What follows belongs to an exercise in optimizing a design on an open flow for small area, a short achievable clock period and few clock cycles per item; a production flow would make more cautious choices.
Function was checked by simulation only, so behaviour that the tests miss may differ from the original.
Power and IR drop assume default switching activity.

// SQRTLOG
module SQRTLOG #(parameter NBITS = 20, M = 10, N = 10)
              (input logic clock, reset,
               input logic [1:0] op,
               input logic [NBITS-1:0] data_in,
               output logic done,
               output logic [NBITS-1:0] data_out);
Size in the first run: roughly 1100 cells after synthesis, ~45 flip-flops, about 45 I/O pins.
make LEC_CHECK=0 CAP_MARGIN=20 CORE_MARGIN=2 CORE_UTILIZATION=40 SETUP_SLACK_MARGIN=3.4 SLEW_MARGIN=20 finish   # period 8.0 ns
run.sh (not shown) runs the stock make flow with config.mk's settings and CLKGATE_MAP_FILE= SYNTH_SCRIPT=/design/flow/synth_recipe.tcl, a recipe that flattens the netlist after the stock synthesis.
Testbench counts at the start, summed over its fixed seeds: cycles 17,952, ops 1,920.
Then changed:
--- a/flow/config.mk
+++ b/flow/config.mk
@@ -11 +11 @@
-export SETUP_SLACK_MARGIN = 3.4
+export SETUP_SLACK_MARGIN = 3.5
Result: Cell area went up by 1.7%; via count is about the same; clock power barely changes; total power went up by 3.1%; first-iteration DRC count went down by 4.1%; setup slack gains 76 ps; clock skew hardly moves; non-clock buffer count went up by 3.

---

SQRTLOG, a different RTL version from the one above (not shown whole).
For scale: ~1200 cells after synthesis, roughly 45 flip-flops, ~45 I/O pins.
export LEC_CHECK = 0
export CAP_MARGIN = 20
export CORE_MARGIN = 2
export CORE_UTILIZATION = 40
export SETUP_SLACK_MARGIN = 4.5
export SLEW_MARGIN = 20
create_clock -name core_clock -period 8.0 [get_ports {clock}]
The starting point produced a clean layout.
Testbench counts at the start, summed over its fixed seeds: cycles 17,952, ops 1,920.
Edit:
==> flow/flow/run.sh (new file) <==
#!/bin/bash
cp standard.sh standard_sh.log
export BUFFER_PORTS_ARGS="-buffer_cell sky130_fd_sc_hd__buf_2"
bash standard.sh > standard.log 2>&1
==> flow/standard.sh (new file) <==
#!/bin/bash
# synth_recipe.tcl (not shown) runs the flow's synth.tcl, then flattens the netlist and writes it again
# the make line also repeats each setting of config.mk as NAME=value (left out here)
make -C /OpenROAD-flow-scripts/flow DESIGN_CONFIG=/design/flow/config.mk WORK_HOME=/design/flow/orfs CLKGATE_MAP_FILE= SYNTH_SCRIPT=/design/flow/synth_recipe.tcl "${@:-finish}"
Settings changed: SETUP_SLACK_MARGIN 4.5 to 4.2.
removed: flow/run.sh
Cell area fell by 6.2%.
Power rose by about 0.4%.
Clock-buffer cell count rose by 1.
First-iteration DRC count fell by 15%.
Flip-flop and latch count stays the same.
Cell count fell by 2.4%.
Global-route usage fell by 2.1 points.
Routed wire length fell by about 8%.
Worst setup slack is worse by 97 ps.
Edit:
==> flow/run.sh (new file) <==
#!/bin/bash
# synth_recipe.tcl (not shown) runs the flow's synth.tcl, then flattens the netlist and writes it again
# the make line also repeats each setting of config.mk as NAME=value (left out here)
make -C /OpenROAD-flow-scripts/flow DESIGN_CONFIG=/design/flow/config.mk WORK_HOME=/design/flow/orfs CLKGATE_MAP_FILE= SYNTH_SCRIPT=/design/flow/synth_recipe.tcl finish
Settings changed: SETUP_SLACK_MARGIN 4.2 to 3.
removed: flow/flow/run.sh
removed: flow/standard.sh
Combinational power drops by a quarter to a third.
Design area went down by about a fifth.
Sequential power climbs by roughly a tenth.
Worst setup slack gets worse by 470 ps.
Utilization drops by 9.0 points.
Critical path depth drops by 7.
Clock-buffer cell count came out lower by 1.
Edit:
Settings changed: SETUP_SLACK_MARGIN 3 to 3.5.
What happened: Sequential cell count stays the same; wire length went up by 2.1%; utilization increases by 2.5 points; clock-buffer cell count goes up by 1; total power climbs by about 9%; combinational power goes up by 13%; cell area came out higher by 5.6%; first-iteration DRC count rose by about 18%.

---

SQRTLOG with an RTL version that a note above also has.
Size in the first run: roughly 1100 cells after synthesis, about 45 flip-flops, about 45 I/O pins, ~8300 um^2 of cells after synthesis.
Settings: LEC_CHECK=0, CAP_MARGIN=20, CORE_MARGIN=2, CORE_UTILIZATION=40, SETUP_SLACK_MARGIN=3.6, SLEW_MARGIN=20; clock period 8.0 ns.
Stock flow here: none of the scripts above is used.
The baseline passed the timing, design-rule and antenna checks.
Testbench counts at the start, summed over its fixed seeds: cycles 17,952, ops 1,920.
Then changed:
- SETUP_SLACK_MARGIN: 3.6 -> 3.5
- TNS_END_PERCENT: not set -> 10
After rerunning:
- via count goes down by 1.1%
- sequential power goes up by about 1%
- final cell count goes down by 0.56%
- count of clock-buffer cells in the layout is unchanged

what the ideal ports hide:
The flow's constraints put no driver on any port. The routed layouts listed below were extracted and timed again, unchanged, in two steps.
Step 1 sets driving cells, clkbuf_16 on the clock port and buf_2 on the other inputs (assumed; they add their load-dependent delay and slew).
Step 2 adds t to the input delays and takes it off the output delays; t is the mean of the earliest and latest rising clock arrival at the registers after step 1. Input paths then give back, and output paths get back, about the clock's delay inside the block.
a / b / c = no drivers / after step 1 / after step 2; a / b = the first two.
run | t (ns) | setup slack, ns | hold WS [ns] | slew at the worst register clock pin (ns)
the first run of note 1 | 0.325 | 3.537 / 3.551 / 3.226 | 0.566 / 0.566 / 0.566 | 0.07 / 0.07
the second run of note 1 | 0.329 | 3.612 / 3.631 / 3.302 | 0.557 / 0.557 / 0.557 | 0.06 / 0.06
the first run of note 2 | 0.330 | 3.785 / 3.785 / 3.785 | 0.565 / 0.565 / 0.565 | 0.07 / 0.07
the second run of note 2 | 0.331 | 3.687 / 3.687 / 3.687 | 0.554 / 0.554 / 0.554 | 0.07 / 0.07
the third run of note 2 | 0.332 | 3.216 / 3.236 / 2.905 | 0.544 / 0.544 / 0.544 | 0.07 / 0.07
the fourth run of note 2 | 0.338 | 3.675 / 3.680 / 3.358 | 0.548 / 0.548 / 0.548 | 0.07 / 0.07
the first run of note 3 | 0.332 | 3.670 / 3.670 / 3.416 | 0.582 / 0.582 / 0.582 | 0.07 / 0.07
the second run of note 3 | 0.341 | 3.553 / 3.575 / 3.234 | 0.573 / 0.573 / 0.573 | 0.07 / 0.07
After both steps setup and hold are still met in every run listed. The setup slack of the second run of note 3, which loses most, moves by +0.022 ns with the drivers and by -0.319 ns with both steps.
